Source: an optimization exercise on an open RTL-to-GDS flow (aim: small area, a short achievable clock period and few clock cycles). Production flows keep margins and buffers that such runs may drop. Function was not checked in any run shown here: the RTL went through the layout flow alone. In every run shown here, the design's own scripts or RTL, not TritonCTS, make the clock network. The clock port is modelled as an ideal driver, which makes a skipped or thinned clock tree look cheaper than it is; a real chip needs a root buffer or a tree. No activity file was given, so power comes from the tool's default toggle rates.

==> flow/design.v (outline; a module is shown in full before it is edited, if it fits) <==
// module MyDesign: 226 lines
// module booth_enc: 9 lines
// module mul_tree: 1379 lines
// module fa_cell: 4 lines
// module xnor_cell: 3 lines
// module bsel_cell: 3 lines
// module ha_cell: 4 lines
// module bk_add: 150 lines
module MyDesign(
  input wire reset_n                      ,  
  input wire clk                          ,
  input wire dut_valid                    , 
  output wire dut_ready                   ,
  output wire                           dut__tb__sram_input_write_enable  ,
  output wire [16-1 : 0     ]   dut__tb__sram_input_write_address ,
  output wire [32-1 : 0     ]   dut__tb__sram_input_write_data    ,
  output wire [16-1 : 0     ]   dut__tb__sram_input_read_address  , 
  input  wire signed [32-1 : 0     ]   tb__dut__sram_input_read_data     ,     
  output wire                           dut__tb__sram_weight_write_enable  ,
  output wire [16-1 : 0     ]   dut__tb__sram_weight_write_address ,
  output wire [32-1 : 0     ]   dut__tb__sram_weight_write_data    ,
  output wire [16-1 : 0     ]   dut__tb__sram_weight_read_address  , 
  input  wire signed [32-1 : 0     ]   tb__dut__sram_weight_read_data     ,     
  output wire                           dut__tb__sram_result_write_enable  ,
  output wire [16-1 : 0     ]   dut__tb__sram_result_write_address ,
  output wire signed [32-1 : 0     ]   dut__tb__sram_result_write_data    ,
  output wire [16-1 : 0     ]   dut__tb__sram_result_read_address  , 
  input  wire signed [32-1 : 0     ]   tb__dut__sram_result_read_data     ,     
  output wire                           dut__tb__sram_scratchpad_write_enable  ,
  output wire [16-1 : 0     ]   dut__tb__sram_scratchpad_write_address ,
  output wire signed [32-1 : 0     ]   dut__tb__sram_scratchpad_write_data    ,
  output wire [16-1 : 0     ]   dut__tb__sram_scratchpad_read_address  , 
  input  wire signed [32-1 : 0     ]   tb__dut__sram_scratchpad_read_data  
);
  // ...
==> flow/flow/run.sh <==
#!/bin/bash
# Layout flow: the standard flow (standard.sh) with these changes to how the
# layout is made:
# - port buffers use the small sky130_fd_sc_hd__buf_1 cell;
# - timing repair aims for extra setup slack so that the achieved period shrinks;
# - the constant outputs share one tie cell (SKIP_REPAIR_TIE_FANOUT);
# - after ORFS's CTS step, flow/manual_cts.tcl replaces TritonCTS's clock tree
#   with a flatter one (root buffers plus one level of leaf buffers, no
#   intended skew), then legalises placement and repairs timing again.
# The clock period and constraints are the standard flow's own (constraint.sdc).
set -euo pipefail
here="$(pwd)"
bash standard.sh finish \
  "BUFFER_PORTS_ARGS=-buffer_cell sky130_fd_sc_hd__buf_1" \
  "SETUP_SLACK_MARGIN=11.6" \
  "SKIP_REPAIR_TIE_FANOUT=1" \
  "POST_CTS_TCL=${here}/flow/manual_cts.tcl" \
  > standard.log 2>&1
==> flow/flow/manual_cts.tcl <==
# Clock tree rebuilt by hand after ORFS's CTS step (POST_CTS_TCL). The tree
# TritonCTS built (an H-tree: root, branch and leaf buffers, plus dummy loads)
# is taken out, and the clock port instead drives NROOT root clkbuf_16 cells;
# each root drives the leaf clkbuf_16 cells of NX/NROOT columns of regions, and
# each leaf feeds the flip-flops of one region of the placement (regions of
# equal flip-flop count, NX columns by NY rows). Every flip-flop sees the same
# two buffers, so the tree has no intended skew; it has one level fewer than
# the H-tree. Then placement is legalised and timing repaired again, as the
# CTS step does after its own tree.
set NX 4
set NY 4
set NROOT 4
set db [ord::get_db]
set block [[$db getChip] getBlock]
set clknet [$block findNet clk]
# take out the tree TritonCTS built: every buffer or inverter reached from the
# clock port, and the nets they drive; collect the flip-flop clock pins
set sinks {}
set todo [list $clknet]
set tree_insts {}
set tree_nets {}
while {[llength $todo]} {
  set net [lindex $todo 0]
  set todo [lrange $todo 1 end]
  foreach it [$net getITerms] {
    if {![$it isInputSignal]} { continue }
    set inst [$it getInst]
    set mname [[$inst getMaster] getName]
    set is_buf 0
    foreach pat {clkbuf_* clkinv* clkdlybuf* buf_* bufbuf_* bufinv_* inv_* dlygate* dlymetal*} {
      if {[string match "sky130_fd_sc_hd__$pat" $mname]} { set is_buf 1 }
    }
    if {$is_buf} {
      lappend tree_insts $inst
      foreach ot [$inst getITerms] {
        if {[$ot isOutputSignal] && [$ot getNet] ne "NULL"} {
          lappend todo [$ot getNet]
          lappend tree_nets [$ot getNet]
        }
      }
    } else {
      lappend sinks $it
    }
  }
}
puts "manual CTS: removing [llength $tree_insts] clock tree cells, [llength $sinks] clock sinks"
foreach it $sinks { $it disconnect }
foreach inst $tree_insts { odb::dbInst_destroy $inst }
foreach net $tree_nets { odb::dbNet_destroy $net }
set pts {}
foreach it $sinks {
  set b [[$it getInst] getBBox]
  lappend pts [list $it [expr {([$b xMin] + [$b xMax]) / 2}] [expr {([$b yMin] + [$b yMax]) / 2}]]
}
puts "manual CTS: [llength $pts] clock sinks"
set pts [lsort -integer -index 1 $pts]
set per [expr {int(ceil([llength $pts] / double($NX)))}]
set clusters {}
for {set c 0} {$c < $NX} {incr c} {
  set col [lsort -integer -index 2 [lrange $pts [expr {$c * $per}] [expr {($c + 1) * $per - 1}]]]
  set per2 [expr {int(ceil([llength $col] / double($NY)))}]
  for {set r 0} {$r < $NY} {incr r} {
    set cl [lrange $col [expr {$r * $per2}] [expr {($r + 1) * $per2 - 1}]]
    if {[llength $cl]} { lappend clusters $cl }
  }
}
set buf [$db findMaster sky130_fd_sc_hd__clkbuf_16]
# leaf locations: centroids of the regions
set leaves {}
foreach cl $clusters {
  set sx 0
  set sy 0
  foreach p $cl {
    set sx [expr {$sx + [lindex $p 1]}]
    set sy [expr {$sy + [lindex $p 2]}]
  }
  lappend leaves [list [expr {$sx / [llength $cl]}] [expr {$sy / [llength $cl]}] $cl]
}
# regions come column by column, NY per column; root r takes NX/NROOT columns
set per_root [expr {[llength $leaves] / $NROOT}]
set i 0
for {set r 0} {$r < $NROOT} {incr r} {
  set group [lrange $leaves [expr {$r * $per_root}] [expr {($r + 1) * $per_root - 1}]]
  set root [odb::dbInst_create $block $buf "ctsm_root_$r"]
  set rootnet [odb::dbNet_create $block "ctsm_root_net_$r"]
  $rootnet setSigType CLOCK
  set sx 0
  set sy 0
  foreach l $group {
    set sx [expr {$sx + [lindex $l 0]}]
    set sy [expr {$sy + [lindex $l 1]}]
  }
  $root setLocation [expr {$sx / [llength $group]}] [expr {$sy / [llength $group]}]
  $root setPlacementStatus PLACED
  [$root findITerm A] connect $clknet
  [$root findITerm X] connect $rootnet
  foreach l $group {
    set lb [odb::dbInst_create $block $buf "ctsm_leaf_$i"]
    set ln [odb::dbNet_create $block "ctsm_leaf_net_$i"]
    $ln setSigType CLOCK
    $lb setLocation [lindex $l 0] [lindex $l 1]
    $lb setPlacementStatus PLACED
    [$lb findITerm A] connect $rootnet
    [$lb findITerm X] connect $ln
    foreach p [lindex $l 2] {
      [lindex $p 0] connect $ln
    }
    incr i
  }
}
puts "manual CTS: $NROOT root and $i leaf buffers"
set_propagated_clock [all_clocks]
detailed_placement
estimate_parasitics -placement
repair_timing_helper
detailed_placement
check_placement -verbose
==> flow/standard.sh <==
#!/bin/bash
# synth_recipe.tcl (not shown) runs the flow's synth.tcl, then flattens the netlist and writes it again
# the make line also repeats each setting of config.mk as NAME=value (left out here)
make -C /OpenROAD-flow-scripts/flow DESIGN_CONFIG=/design/flow/config.mk WORK_HOME=/design/flow/orfs CLKGATE_MAP_FILE= SYNTH_SCRIPT=/design/flow/synth_recipe.tcl "${@:-finish}"
==> flow/config.mk <==
export PLATFORM = sky130hd
export DESIGN_NAME = MyDesign
export DESIGN_NICKNAME = MyDesign
export VERILOG_FILES = /design/flow/design.v
export SDC_FILE = /design/flow/constraint.sdc
export NUM_CORES = 4
export LEC_CHECK = 0
export CAP_MARGIN = 20
export CORE_MARGIN = 2
export CORE_UTILIZATION = 40
export CTS_CLUSTER_DIAMETER = 100
export CTS_CLUSTER_SIZE = 20
export SLEW_MARGIN = 20
export SYNTH_HIERARCHICAL = 1
export SYNTH_MINIMUM_KEEP_SIZE = 0
==> flow/constraint.sdc <==
create_clock -name core_clock -period 16.0 [get_ports {clk}]
set_input_delay 3.2000 -clock core_clock [delete_from_list [all_inputs] [get_ports {clk}]]
set_output_delay 3.2000 -clock core_clock [all_outputs]
set_load 0.01 [all_outputs]
==> report_table.html, run 1 <==
<table>
<tr><th>Metric</th><th>Value</th></tr>
<tr><th colspan="2">Run status</th></tr>
<tr><td>Run status</td><td>timing/DRC/antenna clean</td></tr>
<tr><th colspan="2">Synthesis</th></tr>
<tr><td>Multiplexer share of the synthesized area</td><td>3.96%</td></tr>
<tr><td>Count of flip-flops with a built-in enable after synthesis</td><td>73</td></tr>
<tr><td>Share of synthesized cell area in and, or, nand and nor gates</td><td>8.32%</td></tr>
<tr><td>Cell type contributing the most total cell area after synthesis</td><td>fa_1</td></tr>
<tr><td>Combinational family with the most area after synthesis</td><td>adder cells</td></tr>
<tr><th colspan="2">Cells and area</th></tr>
<tr><td>Multi-input gate count</td><td>around 1800</td></tr>
<tr><td>Number of nets at the end of the flow</td><td>3016</td></tr>
<tr><td># fillers</td><td>6247</td></tr>
<tr><td>Area used by multi-input combinational logic</td><td>between 0.015 and 0.02 mm2</td></tr>
<tr><th colspan="2">Power</th></tr>
<tr><td>Peak supply drop</td><td>about 130 uV</td></tr>
<tr><td>Total sequential power</td><td>around 1.2 mW</td></tr>
<tr><td>Final total power</td><td>4.93 mW</td></tr>
<tr><th colspan="2">Setup path</th></tr>
<tr><td>Worst reg-to-reg setup slack</td><td>11750 ps</td></tr>
<tr><td>Worst Path Arrival</td><td>about 4500 ps</td></tr>
<tr><td>Worst-path maximum fanout</td><td>13</td></tr>
<tr><th colspan="2">STA</th></tr>
<tr><td>Total negative slack</td><td>0 ps</td></tr>
<tr><td>Final setup fails</td><td>0</td></tr>
<tr><td>Max_slew headroom</td><td>30.8%</td></tr>
<tr><td>Slew Viols, Final</td><td>0</td></tr>
<tr><td>RSZ-0062 raised after global routing</td><td>false</td></tr>
<tr><td>Tmin final</td><td>4250 ps</td></tr>
<tr><th colspan="2">Global route</th></tr>
<tr><td>Met1 track demand over resource</td><td>31.8%</td></tr>
<tr><td>Via count of the first global-routing pass</td><td>19245</td></tr>
<tr><th colspan="2">Die</th></tr>
<tr><td>Initial core utilization</td><td>40.5%</td></tr>
<tr><td>Number of primary I/O pins</td><td>392</td></tr>
<tr><td>Core Box Area</td><td>0.0633 mm2</td></tr>
<tr><th colspan="2">Route</th></tr>
<tr><td>Iteration-0 DRC Markers</td><td>1761</td></tr>
<tr><td>Met1 WL</td><td>33800 um</td></tr>
<tr><th colspan="2">Hold path</th></tr>
<tr><td>Hold WC Path Type</td><td>reg2reg</td></tr>
<tr><th colspan="2">Place</th></tr>
<tr><td>Final RePlAce weighted congestion</td><td>0.961</td></tr>
<tr><td>IO buf count</td><td>roughly 270</td></tr>
<tr><td>Dpl cell area</td><td>around 0.026 mm2</td></tr>
<tr><th colspan="2">Clock tree</th></tr>
<tr><td>Clock sink total</td><td>298</td></tr>
<tr><td>Skew-Pair Late Insertion Delay</td><td>330 ps</td></tr>
</table>
==> run 2: changes to the inputs <==
--- a/flow/flow/run.sh
+++ b/flow/flow/run.sh
@@ -12,7 +12,7 @@
 here="$(pwd)"
 bash standard.sh finish \
   "BUFFER_PORTS_ARGS=-buffer_cell sky130_fd_sc_hd__buf_1" \
-  "SETUP_SLACK_MARGIN=11.6" \
+  "SETUP_SLACK_MARGIN=11.75" \
   "SKIP_REPAIR_TIE_FANOUT=1" \
   "POST_CTS_TCL=${here}/flow/manual_cts.tcl" \
   > standard.log 2>&1
==> run 2 against run 1 <==
Still clean. Maximum frequency up 3.7%. Register-to-register slack better by 150 ps. Sequential share of layout area down 0.77 points. Area after synthesis unchanged. Setup slack better by 150 ps. Cell count up 0.89%. Largest cell class unchanged. Largest power group unchanged. Highest routed layer unchanged.
==> report_table.html, run 2 <==
<table>
<tr><th>Metric</th><th>Value</th></tr>
<tr><th colspan="2">Setup path</th></tr>
<tr><td>Critical Path Slowest Stage Cell</td><td>dfxtp_1</td></tr>
<tr><td>Termination of the worst setup path</td><td>c_r[31]$_DFF_P_</td></tr>
<tr><td>Cell breakdown of the critical path</td><td>xnor2_1, o22ai_1, fa_1, fa_1, fa_1, fa_1, fa_1, fa_1</td></tr>
<tr><td>Largest delay share family, worst path</td><td>adder cells</td></tr>
<tr><td>FF-to-FF Start</td><td>bneg[11]$_DFF_P_</td></tr>
<tr><td>Worst reg-to-reg path cell count</td><td>8</td></tr>
<tr><td>Delay of the slowest cell on the worst path</td><td>~750 ps</td></tr>
<tr><td>Critical Path Start Type</td><td>flip-flop</td></tr>
<tr><td>End of the worst register-to-register path</td><td>c_r[31]$_DFF_P_</td></tr>
<tr><td>Crit path buffers/inverters</td><td>0</td></tr>
<tr><td>Worst Path Arrival</td><td>4290 ps (-160 ps)</td></tr>
<tr><td>Worst reg-to-reg setup slack</td><td>11910 ps (+150 ps)</td></tr>
<tr><td>CP Data Required Time</td><td>16200 ps</td></tr>
<tr><td>Crit path top cell by count</td><td>fa_1</td></tr>
<tr><td>Category of the worst setup path capture point</td><td>flip-flop</td></tr>
<tr><td>Number of logic stages on the critical path including buffering</td><td>8</td></tr>
<tr><td>Worst setup path start</td><td>bneg[11]$_DFF_P_</td></tr>
<tr><td>Worst-path maximum fanout</td><td>12 (-1)</td></tr>
<tr><td>Critical path start-end classification</td><td>reg2reg</td></tr>
<tr><th colspan="2">Route</th></tr>
<tr><td>Total number of vias</td><td>19410</td></tr>
<tr><td>Iteration-0 DRC Markers</td><td>1906 (+8.2%)</td></tr>
<tr><td>Final wirelength</td><td>75700 um</td></tr>
<tr><td>Average wire length per cell after detail routing</td><td>22.3 um</td></tr>
<tr><td>DRC errors left</td><td>0</td></tr>
<tr><td>First-pass iteration count of the detailed router</td><td>5</td></tr>
<tr><td>Vias per inst</td><td>between 5 and 6</td></tr>
<tr><td>Number of nets with antenna violations after routing</td><td>0</td></tr>
<tr><th colspan="2">Power</th></tr>
<tr><td>PwrDens</td><td>184 mW/mm2</td></tr>
<tr><td>Static leakage power</td><td>approximately 10 nW</td></tr>
<tr><td>Peak supply drop</td><td>132 uV (+0.34%)</td></tr>
<tr><th colspan="2">Die</th></tr>
<tr><td>Die outline width</td><td>257 um</td></tr>
<tr><td>Area of the die</td><td>~0.066 mm2</td></tr>
<tr><td>Die Y-Extent</td><td>257 um</td></tr>
<tr><td>Standard-cell row count</td><td>between 90 and 100</td></tr>
<tr><td>Number of primary I/O pins</td><td>392 (unchanged)</td></tr>
<tr><td>Core Box Area</td><td>0.0633 mm2 (unchanged)</td></tr>
<tr><td>Initial core utilization</td><td>40.5% (unchanged)</td></tr>
<tr><th colspan="2">STA</th></tr>
<tr><td>Final setup fails</td><td>0 (unchanged)</td></tr>
<tr><td>Slew Viols, Final</td><td>0 (unchanged)</td></tr>
<tr><td>Worst Skew</td><td>25.8 ps</td></tr>
<tr><td>Total negative slack</td><td>0 ps (unchanged)</td></tr>
<tr><td>Tmin final</td><td>4090 ps (-152 ps)</td></tr>
<tr><td>Max_slew headroom</td><td>30.4% (-0.36 points)</td></tr>
<tr><td>RSZ-0062 raised after global routing</td><td>true</td></tr>
<tr><td>Final Hold Fails</td><td>0</td></tr>
<tr><td>Share of the clock period used by the worst path</td><td>25.6%</td></tr>
<tr><td>Highest clock rate</td><td>0.244 GHz</td></tr>
<tr><td>Transition time of the tightest slew-check pin</td><td>1040 ps</td></tr>
<tr><th colspan="2">Place</th></tr>
<tr><td>Dpl cells</td><td>3343</td></tr>
<tr><td>IO buf count</td><td>269 (unchanged)</td></tr>
<tr><td>Final RePlAce weighted congestion</td><td>0.961 (unchanged)</td></tr>
<tr><td>Final HPWL DP</td><td>56200 um</td></tr>
<tr><th colspan="2">Synthesis</th></tr>
<tr><td>Number of synthesized register bits</td><td>298</td></tr>
<tr><td>Netlist area before placement</td><td>approximately 0.026 mm2</td></tr>
<tr><td>Most common library cells after synthesis</td><td>xnor2_1 (308), o22ai_1 (280), fa_1 (260)</td></tr>
<tr><td>Sequential-to-total area share from yosys stat</td><td>26.1%</td></tr>
<tr><td>Syn Inst Count</td><td>2518</td></tr>
<tr><td>Count of flip-flops with a built-in enable after synthesis</td><td>73 (unchanged)</td></tr>
<tr><td>Largest cells by area after synthesis</td><td>fa_1 (20%), dfxtp_1 (18%), xnor2_1 (11%)</td></tr>
<tr><td>Share of flip-flops with an asynchronous set or reset</td><td>0%</td></tr>
<tr><td>Unique masters post-synth</td><td>between 70 and 80</td></tr>
<tr><td>Primary FF master, synth</td><td>dfxtp_1</td></tr>
<tr><td>Post-synthesis area per instance</td><td>between 10 and 15 um2</td></tr>
<tr><td>Portion of synthesized cell area occupied by the leading cell type</td><td>20.3%</td></tr>
<tr><td>Count of synthesis-stage warnings from yosys</td><td>7</td></tr>
<tr><td>Top-count cell post-synth</td><td>xnor2_1</td></tr>
<tr><td>Cell type contributing the most total cell area after synthesis</td><td>fa_1</td></tr>
<tr><td>Total nets after synthesis</td><td>~3000</td></tr>
<tr><th colspan="2">Global route</th></tr>
<tr><td>Wire length of the first global-routing pass</td><td>117000 um</td></tr>
<tr><td>Global-route usage over all layers</td><td>22.4%</td></tr>
<tr><td>Initial antenna violation count</td><td>3</td></tr>
<tr><td>Congestion Overflow GR</td><td>0</td></tr>
<tr><td>Via count of the first global-routing pass</td><td>19754 (+2.6%)</td></tr>
<tr><td>Maximum number of pins on one net before global-route repair</td><td>124</td></tr>
<tr><th colspan="2">Cells and area</th></tr>
<tr><td>Most frequent standard cell in the layout excluding fill and tap cells</td><td>xnor2_1</td></tr>
<tr><td>Number of nets at the end of the flow</td><td>3047 (+1.0%)</td></tr>
<tr><td>Area used by multi-input combinational logic</td><td>0.0165 mm2 (about the same)</td></tr>
<tr><td>Leading cell types in the layout, fill and taps excluded</td><td>xnor2_1 (308), o22ai_1 (280), fa_1 (260), dfxtp_1 (140), buf_6 (139)</td></tr>
<tr><td>Final cell count without fillers</td><td>3396</td></tr>
<tr><td>Area used by sequential logic in the layout</td><td>0.00691 mm2</td></tr>
<tr><td># fillers</td><td>6086 (-2.6%)</td></tr>
<tr><td>Layout area overhead</td><td>8.24%</td></tr>
<tr><td>Share of cells above drive strength 1</td><td>15.7%</td></tr>
<tr><th colspan="2">Clock tree</th></tr>
<tr><td>Clk pin slew, worst setup/hold paths</td><td>90 ps</td></tr>
<tr><td>Skew-Pair Late Insertion Delay</td><td>330 ps (about the same)</td></tr>
<tr><td>Clock sink total</td><td>298 (unchanged)</td></tr>
<tr><th colspan="2">Job</th></tr>
<tr><td>Max-cap check violation count</td><td>0</td></tr>
<tr><th colspan="2">Hold path</th></tr>
<tr><td>Hold WC Path Type</td><td>reg2reg</td></tr>
<tr><th colspan="2">Run status</th></tr>
<tr><td>Run status</td><td>timing/DRC/antenna clean</td></tr>
</table>
run 2: power breakdown:
part	internal [mW]	total [mW]	switching, mW
Clock	0.225	0.479	0.254
Combinational	1.60	3.39	1.79
Sequential	1.04	1.23	0.191
Total	2.87	5.10	2.23
run 2: layer usage:
metal,wire (um),GRT usage [%],vias to the layer above,share of wire (%)
met2,33600,34.7,979,44
met1,33900,32.0,9592,45
met5,0,0,-,0
met3,5920,3.74,119,7.8
li1,-,-,8720,-
met4,2280,6.84,0,3.0
run 2: kinds of logic after synthesis:
family	synth area share, %
muxes	3.96
AOI/OAI and AO/OA	14.6
xor gates and xnor gates	11.8
other	0.0293
adders and majority gates	25.4
buffers and inverters	9.81
DFF	26.1
and+or+nand+nor	8.32
run 2: modules after synthesis, one instance, submodules excluded, a selection:
module     flops+latches  copies in the design
ha_cell                0                    30
bsel_cell              0                   272
xnor_cell              0                   272
mul_tree               0                     1
bk_add                 0                     1
fa_cell                0                   242
run 2: worst min-delay path by stage:
stage / end / start / cells past startpoint / slack, ps
global placement: wcnt[0]$_SDFF_PP0_ / wcnt[0]$_SDFF_PP0_ / 1 / 410
global route: wcnt[0]$_SDFF_PP0_ / wcnt[0]$_SDFF_PP0_ / 1 / 450
detailed placement: wcnt[0]$_SDFF_PP0_ / wcnt[0]$_SDFF_PP0_ / 1 / 420
finish: wcnt[0]$_SDFF_PP0_ / wcnt[0]$_SDFF_PP0_ / 1 / 430
floorplan: wcnt[0]$_SDFF_PP0_ / wcnt[0]$_SDFF_PP0_ / 1 / 400
run 2: area by class of cell:
| cell class | instances | share of cell area [%] |
|---|---|---|
| Multi-Input combinational cell | 1818 | 59.3 |
| Sequential cell | 298 | 24.9 |
| Timing Repair Buffer | 332 | 9.09 |
| Tap cell | 846 | 3.81 |
| Buffer | 20 | 1.80 |
| Inverter | 80 | 1.08 |
| Antenna cell | 2 | 0.0180 |
run 2: per-stage QoR:
step | utilization [%] | cell area, um2 | setup WS [ps] | hold slack [ps] | total power, mW
detailed placement | 40.7 | 25800 | 11530 | 417 | 4.51
global placement | 40.7 | 25800 | 11570 | 409 | 4.39
floorplan | - | 25700 | 11770 | 399 | 4.55
finish | 43.9 | 27800 | 11910 | 430 | 5.10
global route | 43.9 | 27800 | 11720 | 452 | 5.67

==> separate check: timing with driven ports <==
No port has a modelled driver above. Below, the same layouts with a new extraction and two added sets of constraints. Step 1 sets driving cells, clkbuf_16 on the clock port and buf_2 on the other inputs (assumed; they add their load-dependent delay and slew). Step 2 adds t to the input delays and takes it off the output delays; t is the mean of the earliest and latest rising clock arrival at the registers after step 1. Input paths then give back, and output paths get back, about the clock's delay inside the block. Slacks: no drivers / after step 1 / after step 2; pairs: no drivers / after step 1.
run | shift t [ns] | slack for setup (ns) | hold WS [ns]
run 1 | 0.429 | 11.753 / 11.753 / 11.753 | 0.430 / 0.430 / 0.430
run 2 | 0.429 | 11.905 / 11.812 / 11.841 | 0.430 / 0.430 / 0.430
After both steps setup and hold are still met in every run listed. For run 2, which loses most, drivers alone change the setup slack by -0.093 ns; drivers and shift together by -0.064 ns.
